Source: an optimization exercise on an open RTL-to-GDS flow (aim: small area). Production flows keep margins and buffers that such runs may drop.
Only simulation tests tie the RTL to the original design; equivalence was not proved.
Power figures rest on the tool's default switching activity, not on a simulated workload.

==> build 89: inputs <==
## top
module top (
    input             clk,
    input             rst,
    input             div_ready,
    input             div_datavalid_i,
    input      [31:0] div_dividend_i,
    input      [31:0] div_divisor_i,
    output reg        div_doing_o,
    output reg        div_qrvalid_o,
    output reg [31:0] div_quotient_o,
    output reg [31:0] div_remainder_o
);
Settings: LEC_CHECK=0, CAP_MARGIN=20, CORE_MARGIN=2, CORE_UTILIZATION=60, CTS_BUF_LIST=sky130_fd_sc_hd__clkbuf_8, CTS_CLUSTER_SIZE=30, SLEW_MARGIN=20; clock period 7.5 ns.
run.sh (not shown) runs the stock make flow with config.mk's settings and CLKGATE_MAP_FILE= SYNTH_SCRIPT=/design/flow/synth_recipe.tcl, a recipe that flattens the netlist after the stock synthesis.
==> inputs of trial 60, as changes to build 89 <==
--- a/flow/design.v
+++ b/flow/design.v
@@ -3,16 +3,16 @@
     input             rst,
     input             div_ready,
     input             div_datavalid_i,
     input      [31:0] div_dividend_i,
     input      [31:0] div_divisor_i,
     output reg        div_doing_o,
     output reg        div_qrvalid_o,
-    output reg [31:0] div_quotient_o,
-    output reg [31:0] div_remainder_o
+    output     [31:0] div_quotient_o,
+    output     [31:0] div_remainder_o
 );
     wire v_in = div_datavalid_i & (|div_divisor_i);
     wire [0:0] t0 = div_dividend_i[31];
     wire hi0 = |div_divisor_i[31:1];
     wire [1:0] c0;
     wire [0:0] d0;
     assign c0[0] = 1'b0;
@@ -121,14 +121,15 @@
     reg [25:0] a_s1;
     reg [31:0] b_s1;
     always @(posedge clk) begin a_s1 <= a5; b_s1 <= b_s0; end
     wire [6:0] t6 = {r_s1, a_s1[25]};
     wire hi6 = |b_s1[31:7];
     wire [6:0] g6 = ~t6 & b_s1[6:0];
     wire [6:0] p6 = ~(t6 ^ b_s1[6:0]);
+    wire [6:0] po6 = ~t6 | b_s1[6:0];
     wire G6_0 = g6[1] | (p6[1] & g6[0]);
     wire P6_0 = p6[1] & p6[0];
     wire G6_1 = g6[3] | (p6[3] & g6[2]);
     wire P6_1 = p6[3] & p6[2];
     wire G6_2 = g6[5] | (p6[5] & g6[4]);
     wire P6_2 = p6[5] & p6[4];
     wire G6_3 = g6[2] | (p6[2] & G6_0);
@@ -157,14 +158,15 @@
     wire [6:0] r6 = qb6 ? d6 : t6;
     wire [24:0] a6 = a_s1[24:0];
     wire [6:0] q6 = {q_s1, qb6};
     wire [7:0] t7 = {r6, a6[24]};
     wire hi7 = |b_s1[31:8];
     wire [7:0] g7 = ~t7 & b_s1[7:0];
     wire [7:0] p7 = ~(t7 ^ b_s1[7:0]);
+    wire [7:0] po7 = ~t7 | b_s1[7:0];
     wire G7_0 = g7[1] | (p7[1] & g7[0]);
     wire P7_0 = p7[1] & p7[0];
     wire G7_1 = g7[3] | (p7[3] & g7[2]);
     wire P7_1 = p7[3] & p7[2];
     wire G7_2 = g7[5] | (p7[5] & g7[4]);
     wire P7_2 = p7[5] & p7[4];
     wire G7_3 = g7[7] | (p7[7] & g7[6]);
@@ -207,14 +209,15 @@
     reg [23:0] a_s2;
     reg [31:0] b_s2;
     always @(posedge clk) begin a_s2 <= a7; b_s2 <= b_s1; end
     wire [8:0] t8 = {r_s2, a_s2[23]};
     wire hi8 = |b_s2[31:9];
     wire [8:0] g8 = ~t8 & b_s2[8:0];
     wire [8:0] p8 = ~(t8 ^ b_s2[8:0]);
+    wire [8:0] po8 = ~t8 | b_s2[8:0];
     wire G8_0 = g8[1] | (p8[1] & g8[0]);
     wire P8_0 = p8[1] & p8[0];
     wire G8_1 = g8[3] | (p8[3] & g8[2]);
     wire P8_1 = p8[3] & p8[2];
     wire G8_2 = g8[5] | (p8[5] & g8[4]);
     wire P8_2 = p8[5] & p8[4];
     wire G8_3 = g8[7] | (p8[7] & g8[6]);
@@ -253,14 +256,15 @@
     wire [8:0] r8 = qb8 ? d8 : t8;
     wire [22:0] a8 = a_s2[22:0];
     wire [8:0] q8 = {q_s2, qb8};
     wire [9:0] t9 = {r8, a8[22]};
     wire hi9 = |b_s2[31:10];
     wire [9:0] g9 = ~t9 & b_s2[9:0];
     wire [9:0] p9 = ~(t9 ^ b_s2[9:0]);
+    wire [9:0] po9 = ~t9 | b_s2[9:0];
     wire G9_0 = g9[1] | (p9[1] & g9[0]);
     wire P9_0 = p9[1] & p9[0];
     wire G9_1 = g9[3] | (p9[3] & g9[2]);
     wire P9_1 = p9[3] & p9[2];
     wire G9_2 = g9[5] | (p9[5] & g9[4]);
     wire P9_2 = p9[5] & p9[4];
     wire G9_3 = g9[7] | (p9[7] & g9[6]);
@@ -311,14 +315,15 @@
     reg [21:0] a_s3;
     reg [31:0] b_s3;
     always @(posedge clk) begin a_s3 <= a9; b_s3 <= b_s2; end
     wire [10:0] t10 = {r_s3, a_s3[21]};
     wire hi10 = |b_s3[31:11];
     wire [10:0] g10 = ~t10 & b_s3[10:0];
     wire [10:0] p10 = ~(t10 ^ b_s3[10:0]);
+    wire [10:0] po10 = ~t10 | b_s3[10:0];
     wire G10_0 = g10[1] | (p10[1] & g10[0]);
     wire P10_0 = p10[1] & p10[0];
     wire G10_1 = g10[3] | (p10[3] & g10[2]);
     wire P10_1 = p10[3] & p10[2];
     wire G10_2 = g10[5] | (p10[5] & g10[4]);
     wire P10_2 = p10[5] & p10[4];
     wire G10_3 = g10[7] | (p10[7] & g10[6]);
@@ -367,14 +372,15 @@
     wire [10:0] r10 = qb10 ? d10 : t10;
     wire [20:0] a10 = a_s3[20:0];
     wire [10:0] q10 = {q_s3, qb10};
     wire [11:0] t11 = {r10, a10[20]};
     wire hi11 = |b_s3[31:12];
     wire [11:0] g11 = ~t11 & b_s3[11:0];
     wire [11:0] p11 = ~(t11 ^ b_s3[11:0]);
+    wire [11:0] po11 = ~t11 | b_s3[11:0];
     wire G11_0 = g11[1] | (p11[1] & g11[0]);
     wire P11_0 = p11[1] & p11[0];
     wire G11_1 = g11[3] | (p11[3] & g11[2]);
     wire P11_1 = p11[3] & p11[2];
     wire G11_2 = g11[5] | (p11[5] & g11[4]);
     wire P11_2 = p11[5] & p11[4];
     wire G11_3 = g11[7] | (p11[7] & g11[6]);
@@ -437,14 +443,15 @@
     reg [19:0] a_s4;
     reg [31:0] b_s4;
     always @(posedge clk) begin a_s4 <= a11; b_s4 <= b_s3; end
     wire [12:0] t12 = {r_s4, a_s4[19]};
     wire hi12 = |b_s4[31:13];
     wire [12:0] g12 = ~t12 & b_s4[12:0];
     wire [12:0] p12 = ~(t12 ^ b_s4[12:0]);
+    wire [12:0] po12 = ~t12 | b_s4[12:0];
     wire G12_0 = g12[1] | (p12[1] & g12[0]);
     wire P12_0 = p12[1] & p12[0];
     wire G12_1 = g12[3] | (p12[3] & g12[2]);
     wire P12_1 = p12[3] & p12[2];
     wire G12_2 = g12[5] | (p12[5] & g12[4]);
     wire P12_2 = p12[5] & p12[4];
     wire G12_3 = g12[7] | (p12[7] & g12[6]);
@@ -505,14 +512,15 @@
     wire [12:0] r12 = qb12 ? d12 : t12;
     wire [18:0] a12 = a_s4[18:0];
     wire [12:0] q12 = {q_s4, qb12};
     wire [13:0] t13 = {r12, a12[18]};
     wire hi13 = |b_s4[31:14];
     wire [13:0] g13 = ~t13 & b_s4[13:0];
     wire [13:0] p13 = ~(t13 ^ b_s4[13:0]);
+    wire [13:0] po13 = ~t13 | b_s4[13:0];
     wire G13_0 = g13[1] | (p13[1] & g13[0]);
     wire P13_0 = p13[1] & p13[0];
     wire G13_1 = g13[3] | (p13[3] & g13[2]);
     wire P13_1 = p13[3] & p13[2];
     wire G13_2 = g13[5] | (p13[5] & g13[4]);
     wire P13_2 = p13[5] & p13[4];
     wire G13_3 = g13[7] | (p13[7] & g13[6]);
@@ -587,14 +595,15 @@
     reg [17:0] a_s5;
     reg [31:0] b_s5;
     always @(posedge clk) begin a_s5 <= a13; b_s5 <= b_s4; end
     wire [14:0] t14 = {r_s5, a_s5[17]};
     wire hi14 = |b_s5[31:15];
     wire [14:0] g14 = ~t14 & b_s5[14:0];
     wire [14:0] p14 = ~(t14 ^ b_s5[14:0]);
+    wire [14:0] po14 = ~t14 | b_s5[14:0];
     wire G14_0 = g14[1] | (p14[1] & g14[0]);
     wire P14_0 = p14[1] & p14[0];
     wire G14_1 = g14[3] | (p14[3] & g14[2]);
     wire P14_1 = p14[3] & p14[2];
     wire G14_2 = g14[5] | (p14[5] & g14[4]);
     wire P14_2 = p14[5] & p14[4];
     wire G14_3 = g14[7] | (p14[7] & g14[6]);
@@ -669,14 +678,15 @@
     wire [14:0] r14 = qb14 ? d14 : t14;
     wire [16:0] a14 = a_s5[16:0];
     wire [14:0] q14 = {q_s5, qb14};
     wire [15:0] t15 = {r14, a14[16]};
     wire hi15 = |b_s5[31:16];
     wire [15:0] g15 = ~t15 & b_s5[15:0];
     wire [15:0] p15 = ~(t15 ^ b_s5[15:0]);
+    wire [15:0] po15 = ~t15 | b_s5[15:0];
     wire G15_0 = g15[1] | (p15[1] & g15[0]);
     wire P15_0 = p15[1] & p15[0];
     wire G15_1 = g15[3] | (p15[3] & g15[2]);
     wire P15_1 = p15[3] & p15[2];
     wire G15_2 = g15[5] | (p15[5] & g15[4]);
     wire P15_2 = p15[5] & p15[4];
     wire G15_3 = g15[7] | (p15[7] & g15[6]);
@@ -767,14 +777,15 @@
     reg [15:0] a_s6;
     reg [31:0] b_s6;
     always @(posedge clk) begin a_s6 <= a15; b_s6 <= b_s5; end
     wire [16:0] t16 = {r_s6, a_s6[15]};
     wire hi16 = |b_s6[31:17];
     wire [16:0] g16 = ~t16 & b_s6[16:0];
     wire [16:0] p16 = ~(t16 ^ b_s6[16:0]);
+    wire [16:0] po16 = ~t16 | b_s6[16:0];
     wire G16_0 = g16[1] | (p16[1] & g16[0]);
     wire P16_0 = p16[1] & p16[0];
     wire G16_1 = g16[3] | (p16[3] & g16[2]);
     wire P16_1 = p16[3] & p16[2];
     wire G16_2 = g16[5] | (p16[5] & g16[4]);
     wire P16_2 = p16[5] & p16[4];
     wire G16_3 = g16[7] | (p16[7] & g16[6]);
@@ -861,14 +872,15 @@
     wire [16:0] r16 = qb16 ? d16 : t16;
     wire [14:0] a16 = a_s6[14:0];
     wire [16:0] q16 = {q_s6, qb16};
     wire [17:0] t17 = {r16, a16[14]};
     wire hi17 = |b_s6[31:18];
     wire [17:0] g17 = ~t17 & b_s6[17:0];
     wire [17:0] p17 = ~(t17 ^ b_s6[17:0]);
+    wire [17:0] po17 = ~t17 | b_s6[17:0];
     wire G17_0 = g17[1] | (p17[1] & g17[0]);
     wire P17_0 = p17[1] & p17[0];
     wire G17_1 = g17[3] | (p17[3] & g17[2]);
     wire P17_1 = p17[3] & p17[2];
     wire G17_2 = g17[5] | (p17[5] & g17[4]);
     wire P17_2 = p17[5] & p17[4];
     wire G17_3 = g17[7] | (p17[7] & g17[6]);
@@ -967,14 +979,15 @@
     reg [13:0] a_s7;
     reg [31:0] b_s7;
     always @(posedge clk) begin a_s7 <= a17; b_s7 <= b_s6; end
     wire [18:0] t18 = {r_s7, a_s7[13]};
     wire hi18 = |b_s7[31:19];
     wire [18:0] g18 = ~t18 & b_s7[18:0];
     wire [18:0] p18 = ~(t18 ^ b_s7[18:0]);
+    wire [18:0] po18 = ~t18 | b_s7[18:0];
     wire G18_0 = g18[1] | (p18[1] & g18[0]);
     wire P18_0 = p18[1] & p18[0];
     wire G18_1 = g18[3] | (p18[3] & g18[2]);
     wire P18_1 = p18[3] & p18[2];
     wire G18_2 = g18[5] | (p18[5] & g18[4]);
     wire P18_2 = p18[5] & p18[4];
     wire G18_3 = g18[7] | (p18[7] & g18[6]);
@@ -1071,14 +1084,15 @@
     wire [18:0] r18 = qb18 ? d18 : t18;
     wire [12:0] a18 = a_s7[12:0];
     wire [18:0] q18 = {q_s7, qb18};
     wire [19:0] t19 = {r18, a18[12]};
     wire hi19 = |b_s7[31:20];
     wire [19:0] g19 = ~t19 & b_s7[19:0];
     wire [19:0] p19 = ~(t19 ^ b_s7[19:0]);
+    wire [19:0] po19 = ~t19 | b_s7[19:0];
     wire G19_0 = g19[1] | (p19[1] & g19[0]);
     wire P19_0 = p19[1] & p19[0];
     wire G19_1 = g19[3] | (p19[3] & g19[2]);
     wire P19_1 = p19[3] & p19[2];
     wire G19_2 = g19[5] | (p19[5] & g19[4]);
     wire P19_2 = p19[5] & p19[4];
     wire G19_3 = g19[7] | (p19[7] & g19[6]);
@@ -1189,14 +1203,15 @@
     reg [11:0] a_s8;
     reg [31:0] b_s8;
     always @(posedge clk) begin a_s8 <= a19; b_s8 <= b_s7; end
     wire [20:0] t20 = {r_s8, a_s8[11]};
     wire hi20 = |b_s8[31:21];
     wire [20:0] g20 = ~t20 & b_s8[20:0];
     wire [20:0] p20 = ~(t20 ^ b_s8[20:0]);
+    wire [20:0] po20 = ~t20 | b_s8[20:0];
     wire G20_0 = g20[1] | (p20[1] & g20[0]);
     wire P20_0 = p20[1] & p20[0];
     wire G20_1 = g20[3] | (p20[3] & g20[2]);
     wire P20_1 = p20[3] & p20[2];
     wire G20_2 = g20[5] | (p20[5] & g20[4]);
     wire P20_2 = p20[5] & p20[4];
     wire G20_3 = g20[7] | (p20[7] & g20[6]);
@@ -1305,14 +1320,15 @@
     wire [20:0] r20 = qb20 ? d20 : t20;
     wire [10:0] a20 = a_s8[10:0];
     wire [20:0] q20 = {q_s8, qb20};
     wire [21:0] t21 = {r20, a20[10]};
     wire hi21 = |b_s8[31:22];
     wire [21:0] g21 = ~t21 & b_s8[21:0];
     wire [21:0] p21 = ~(t21 ^ b_s8[21:0]);
+    wire [21:0] po21 = ~t21 | b_s8[21:0];
     wire G21_0 = g21[1] | (p21[1] & g21[0]);
     wire P21_0 = p21[1] & p21[0];
     wire G21_1 = g21[3] | (p21[3] & g21[2]);
     wire P21_1 = p21[3] & p21[2];
     wire G21_2 = g21[5] | (p21[5] & g21[4]);
     wire P21_2 = p21[5] & p21[4];
     wire G21_3 = g21[7] | (p21[7] & g21[6]);
@@ -1435,14 +1451,15 @@
     reg [9:0] a_s9;
     reg [31:0] b_s9;
     always @(posedge clk) begin a_s9 <= a21; b_s9 <= b_s8; end
     wire [22:0] t22 = {r_s9, a_s9[9]};
     wire hi22 = |b_s9[31:23];
     wire [22:0] g22 = ~t22 & b_s9[22:0];
     wire [22:0] p22 = ~(t22 ^ b_s9[22:0]);
+    wire [22:0] po22 = ~t22 | b_s9[22:0];
     wire G22_0 = g22[1] | (p22[1] & g22[0]);
     wire P22_0 = p22[1] & p22[0];
     wire G22_1 = g22[3] | (p22[3] & g22[2]);
     wire P22_1 = p22[3] & p22[2];
     wire G22_2 = g22[5] | (p22[5] & g22[4]);
     wire P22_2 = p22[5] & p22[4];
     wire G22_3 = g22[7] | (p22[7] & g22[6]);
@@ -1565,14 +1582,15 @@
     wire [22:0] r22 = qb22 ? d22 : t22;
     wire [8:0] a22 = a_s9[8:0];
     wire [22:0] q22 = {q_s9, qb22};
     wire [23:0] t23 = {r22, a22[8]};
     wire hi23 = |b_s9[31:24];
     wire [23:0] g23 = ~t23 & b_s9[23:0];
     wire [23:0] p23 = ~(t23 ^ b_s9[23:0]);
+    wire [23:0] po23 = ~t23 | b_s9[23:0];
     wire G23_0 = g23[1] | (p23[1] & g23[0]);
     wire P23_0 = p23[1] & p23[0];
     wire G23_1 = g23[3] | (p23[3] & g23[2]);
     wire P23_1 = p23[3] & p23[2];
     wire G23_2 = g23[5] | (p23[5] & g23[4]);
     wire P23_2 = p23[5] & p23[4];
     wire G23_3 = g23[7] | (p23[7] & g23[6]);
@@ -1711,14 +1729,15 @@
     reg [7:0] a_s10;
     reg [31:0] b_s10;
     always @(posedge clk) begin a_s10 <= a23; b_s10 <= b_s9; end
     wire [24:0] t24 = {r_s10, a_s10[7]};
     wire hi24 = |b_s10[31:25];
     wire [24:0] g24 = ~t24 & b_s10[24:0];
     wire [24:0] p24 = ~(t24 ^ b_s10[24:0]);
+    wire [24:0] po24 = ~t24 | b_s10[24:0];
     wire G24_0 = g24[1] | (p24[1] & g24[0]);
     wire P24_0 = p24[1] & p24[0];
     wire G24_1 = g24[3] | (p24[3] & g24[2]);
     wire P24_1 = p24[3] & p24[2];
     wire G24_2 = g24[5] | (p24[5] & g24[4]);
     wire P24_2 = p24[5] & p24[4];
     wire G24_3 = g24[7] | (p24[7] & g24[6]);
@@ -1855,14 +1874,15 @@
     wire [24:0] r24 = qb24 ? d24 : t24;
     wire [6:0] a24 = a_s10[6:0];
     wire [24:0] q24 = {q_s10, qb24};
     wire [25:0] t25 = {r24, a24[6]};
     wire hi25 = |b_s10[31:26];
     wire [25:0] g25 = ~t25 & b_s10[25:0];
     wire [25:0] p25 = ~(t25 ^ b_s10[25:0]);
+    wire [25:0] po25 = ~t25 | b_s10[25:0];
     wire G25_0 = g25[1] | (p25[1] & g25[0]);
     wire P25_0 = p25[1] & p25[0];
     wire G25_1 = g25[3] | (p25[3] & g25[2]);
     wire P25_1 = p25[3] & p25[2];
     wire G25_2 = g25[5] | (p25[5] & g25[4]);
     wire P25_2 = p25[5] & p25[4];
     wire G25_3 = g25[7] | (p25[7] & g25[6]);
@@ -2013,14 +2033,15 @@
     reg [5:0] a_s11;
     reg [31:0] b_s11;
     always @(posedge clk) begin a_s11 <= a25; b_s11 <= b_s10; end
     wire [26:0] t26 = {r_s11, a_s11[5]};
     wire hi26 = |b_s11[31:27];
     wire [26:0] g26 = ~t26 & b_s11[26:0];
     wire [26:0] p26 = ~(t26 ^ b_s11[26:0]);
+    wire [26:0] po26 = ~t26 | b_s11[26:0];
     wire G26_0 = g26[1] | (p26[1] & g26[0]);
     wire P26_0 = p26[1] & p26[0];
     wire G26_1 = g26[3] | (p26[3] & g26[2]);
     wire P26_1 = p26[3] & p26[2];
     wire G26_2 = g26[5] | (p26[5] & g26[4]);
     wire P26_2 = p26[5] & p26[4];
     wire G26_3 = g26[7] | (p26[7] & g26[6]);
@@ -2171,14 +2192,15 @@
     wire [26:0] r26 = qb26 ? d26 : t26;
     wire [4:0] a26 = a_s11[4:0];
     wire [26:0] q26 = {q_s11, qb26};
     wire [27:0] t27 = {r26, a26[4]};
     wire hi27 = |b_s11[31:28];
     wire [27:0] g27 = ~t27 & b_s11[27:0];
     wire [27:0] p27 = ~(t27 ^ b_s11[27:0]);
+    wire [27:0] po27 = ~t27 | b_s11[27:0];
     wire G27_0 = g27[1] | (p27[1] & g27[0]);
     wire P27_0 = p27[1] & p27[0];
     wire G27_1 = g27[3] | (p27[3] & g27[2]);
     wire P27_1 = p27[3] & p27[2];
     wire G27_2 = g27[5] | (p27[5] & g27[4]);
     wire P27_2 = p27[5] & p27[4];
     wire G27_3 = g27[7] | (p27[7] & g27[6]);
@@ -2345,14 +2367,15 @@
     reg [3:0] a_s12;
     reg [31:0] b_s12;
     always @(posedge clk) begin a_s12 <= a27; b_s12 <= b_s11; end
     wire [28:0] t28 = {r_s12, a_s12[3]};
     wire hi28 = |b_s12[31:29];
     wire [28:0] g28 = ~t28 & b_s12[28:0];
     wire [28:0] p28 = ~(t28 ^ b_s12[28:0]);
+    wire [28:0] po28 = ~t28 | b_s12[28:0];
     wire G28_0 = g28[1] | (p28[1] & g28[0]);
     wire P28_0 = p28[1] & p28[0];
     wire G28_1 = g28[3] | (p28[3] & g28[2]);
     wire P28_1 = p28[3] & p28[2];
     wire G28_2 = g28[5] | (p28[5] & g28[4]);
     wire P28_2 = p28[5] & p28[4];
     wire G28_3 = g28[7] | (p28[7] & g28[6]);
@@ -2519,14 +2542,15 @@
     wire [28:0] r28 = qb28 ? d28 : t28;
     wire [2:0] a28 = a_s12[2:0];
     wire [28:0] q28 = {q_s12, qb28};
     wire [29:0] t29 = {r28, a28[2]};
     wire hi29 = |b_s12[31:30];
     wire [29:0] g29 = ~t29 & b_s12[29:0];
     wire [29:0] p29 = ~(t29 ^ b_s12[29:0]);
+    wire [29:0] po29 = ~t29 | b_s12[29:0];
     wire G29_0 = g29[1] | (p29[1] & g29[0]);
     wire P29_0 = p29[1] & p29[0];
     wire G29_1 = g29[3] | (p29[3] & g29[2]);
     wire P29_1 = p29[3] & p29[2];
     wire G29_2 = g29[5] | (p29[5] & g29[4]);
     wire P29_2 = p29[5] & p29[4];
     wire G29_3 = g29[7] | (p29[7] & g29[6]);
@@ -2709,14 +2733,15 @@
     reg [1:0] a_s13;
     reg [31:0] b_s13;
     always @(posedge clk) begin a_s13 <= a29; b_s13 <= b_s12; end
     wire [30:0] t30 = {r_s13, a_s13[1]};
     wire hi30 = |b_s13[31:31];
     wire [30:0] g30 = ~t30 & b_s13[30:0];
     wire [30:0] p30 = ~(t30 ^ b_s13[30:0]);
+    wire [30:0] po30 = ~t30 | b_s13[30:0];
     wire G30_0 = g30[1] | (p30[1] & g30[0]);
     wire P30_0 = p30[1] & p30[0];
     wire G30_1 = g30[3] | (p30[3] & g30[2]);
     wire P30_1 = p30[3] & p30[2];
     wire G30_2 = g30[5] | (p30[5] & g30[4]);
     wire P30_2 = p30[5] & p30[4];
     wire G30_3 = g30[7] | (p30[7] & g30[6]);
@@ -2901,14 +2926,15 @@
     wire [30:0] r30 = qb30 ? d30 : t30;
     wire [0:0] a30 = a_s13[0:0];
     wire [30:0] q30 = {q_s13, qb30};
     wire [31:0] t31 = {r30, a30[0]};
     wire hi31 = 1'b0;
     wire [31:0] g31 = ~t31 & b_s13[31:0];
     wire [31:0] p31 = ~(t31 ^ b_s13[31:0]);
+    wire [31:0] po31 = ~t31 | b_s13[31:0];
     wire G31_0 = g31[1] | (p31[1] & g31[0]);
     wire P31_0 = p31[1] & p31[0];
     wire G31_1 = g31[3] | (p31[3] & g31[2]);
     wire P31_1 = p31[3] & p31[2];
     wire G31_2 = g31[5] | (p31[5] & g31[4]);
     wire P31_2 = p31[5] & p31[4];
     wire G31_3 = g31[7] | (p31[7] & g31[6]);
@@ -3207,33 +3233,35 @@
     reg [4:0] lm_s31;
     always @(posedge clk) begin x_s31 <= x_s30; lm_s31 <= lm_s30; end
     reg v_s32;
     always @(posedge clk) v_s32 <= v_s31 & ~rst;
     reg [32:0] x_s32;
     reg [4:0] lm_s32;
     always @(posedge clk) begin x_s32 <= x_s31; lm_s32 <= lm_s31; end
-    wire [31:0] th, qf, rf;
-    genvar ui;
-    generate for (ui = 0; ui < 32; ui = ui + 1) begin : up
-        assign th[ui] = (ui <= lm_s32);
-        assign rf[ui] = x_s32[32-ui] & th[ui];
-        if (ui == 0) begin : u0 assign qf[ui] = x_s32[0]; end
-        else begin : un assign qf[ui] = x_s32[ui] & ~th[32-ui]; end
-    end endgenerate
+    reg [32:0] x_o;
+    reg [4:0] lm_o;
     always @(posedge clk) begin
         if (rst | div_ready) begin
-            div_qrvalid_o   <= 1'b0;
-            div_quotient_o  <= 32'd0;
-            div_remainder_o <= 32'd0;
+            div_qrvalid_o <= 1'b0;
+            x_o           <= 33'd0;
+            lm_o          <= 5'd0;
         end else if (v_s32) begin
-            div_qrvalid_o   <= 1'b1;
-            div_quotient_o  <= qf;
-            div_remainder_o <= rf;
+            div_qrvalid_o <= 1'b1;
+            x_o           <= x_s32;
+            lm_o          <= lm_s32;
         end
     end
+    wire [31:0] th;
+    genvar ui;
+    generate for (ui = 0; ui < 32; ui = ui + 1) begin : up
+        assign th[ui] = (ui <= lm_o);
+        assign div_remainder_o[ui] = x_o[32-ui] & th[ui];
+        if (ui == 0) begin : u0 assign div_quotient_o[ui] = x_o[0]; end
+        else begin : un assign div_quotient_o[ui] = x_o[ui] & ~th[32-ui]; end
+    end endgenerate
     always @(posedge clk) begin
         if (rst)
             div_doing_o <= 1'b0;
         else if (div_qrvalid_o)
             div_doing_o <= 1'b0;
         else if (div_datavalid_i)
             div_doing_o <= 1'b1;
==> flow/flow/run.sh (new file) <==
#!/bin/bash
# The standard layout (standard.sh, which runs the standard synthesis and ORFS
# unchanged) with two placement/CTS options set through ORFS's own variables:
#  - every input and output port still gets its own buffer, but a buf_1 rather
#    than the larger default cell (the resizer may still upsize it);
#  - clock tree synthesis adds no dummy loads.
# make's full output goes to standard_flow.log; ORFS keeps each step's log
# under orfs/logs.
set -euo pipefail
export BUFFER_PORTS_ARGS="-inputs -outputs -buffer_cell sky130_fd_sc_hd__buf_1"
export CTS_ARGS="-sink_clustering_enable -repair_clock_nets -dont_use_dummy_load -sink_clustering_size 24 -sink_clustering_max_diameter 100"
bash standard.sh > standard_flow.log 2>&1
==> flow/standard.sh (new file) <==
#!/bin/bash
# synth_recipe.tcl (not shown) runs the flow's synth.tcl, then flattens the netlist and writes it again
# the make line also repeats each setting of config.mk as NAME=value (left out here)
make -C /OpenROAD-flow-scripts/flow DESIGN_CONFIG=/design/flow/config.mk WORK_HOME=/design/flow/orfs CLKGATE_MAP_FILE= SYNTH_SCRIPT=/design/flow/synth_recipe.tcl "${@:-finish}"
Settings changed: CORE_UTILIZATION 60 to 40, CTS_BUF_LIST sky130_fd_sc_hd__clkbuf_8 to default, CTS_CLUSTER_DIAMETER from default to 100, CTS_CLUSTER_SIZE 30 to 24.
removed: flow/run.sh
==> run notes <==
In trial 60 the global-route usage is lower than in build 89, by 7.4 points. Critical path depth: build 89 is higher than trial 60 (4). Against trial 60, the count of clock-buffer cells in the layout of build 89 is higher by 284. Flip-flop and latch count: build 89 is higher than trial 60 (26). In build 89 the die area is smaller than in trial 60, by 32%.
==> figures <==
Result of the run: build 89 timing/DRC/antenna clean; trial 60 timing/DRC/antenna clean
Non-clock buffering overhead in the final layout: build 89 2.35%; trial 60 1.35%
Power of the combinational group: build 89 2.91 mW; trial 60 2.83 mW
Total via count after detailed routing: build 89 40,100; trial 60 38,200
Number of global-route vias before repair: build 89 39,900; trial 60 38,100
Mux cell area share after synthesis: build 89 3.61%; trial 60 3.50%
Detailed-routing wirelength on met1: build 89 53,600 um; trial 60 54,000 um
Total stage count of the critical path: build 89 25; trial 60 21
Core Region: build 89 111,000 um^2; trial 60 165,000 um^2
Area delta synth->final: build 89 14.1%; trial 60 8.46%
Worst reg-to-reg path cell count: build 89 25; trial 60 21
GR Layer Usage met1: build 89 26.5%; trial 60 17.5%

-- afterwards: timing with drivers on the ports --
The results above use ideal ports. As a check the final layouts listed here were re-extracted and re-timed, cells and wires unchanged.
Step 1: set_driving_cell puts a clkbuf_16 on clk and a buf_2 on each other input, an assumption about the parent block.
Step 2, shift: input delay + t, output delay - t, t = (earliest + latest rising clock arrival at the registers) / 2. This alone moves slack from input paths to output paths.
Three values: no drivers, after step 1, after step 2; two values: the first two.
run | shift t [ns] | setup slack, ns | worst hold slack (ns) | worst slew at a driven data input, ns
build 89 | 0.961 | 0.586 / 0.586 / 0.265 | 0.268 / 0.268 / 0.268 | 0.09
trial 60 | 0.776 | 0.473 / 0.473 / 0.224 | 0.242 / 0.242 / 0.242 | 0.04
After both steps every run listed still meets setup and hold. The setup slack of build 89, which loses most, moves by 0.000 ns with the drivers and by -0.321 ns with both steps.
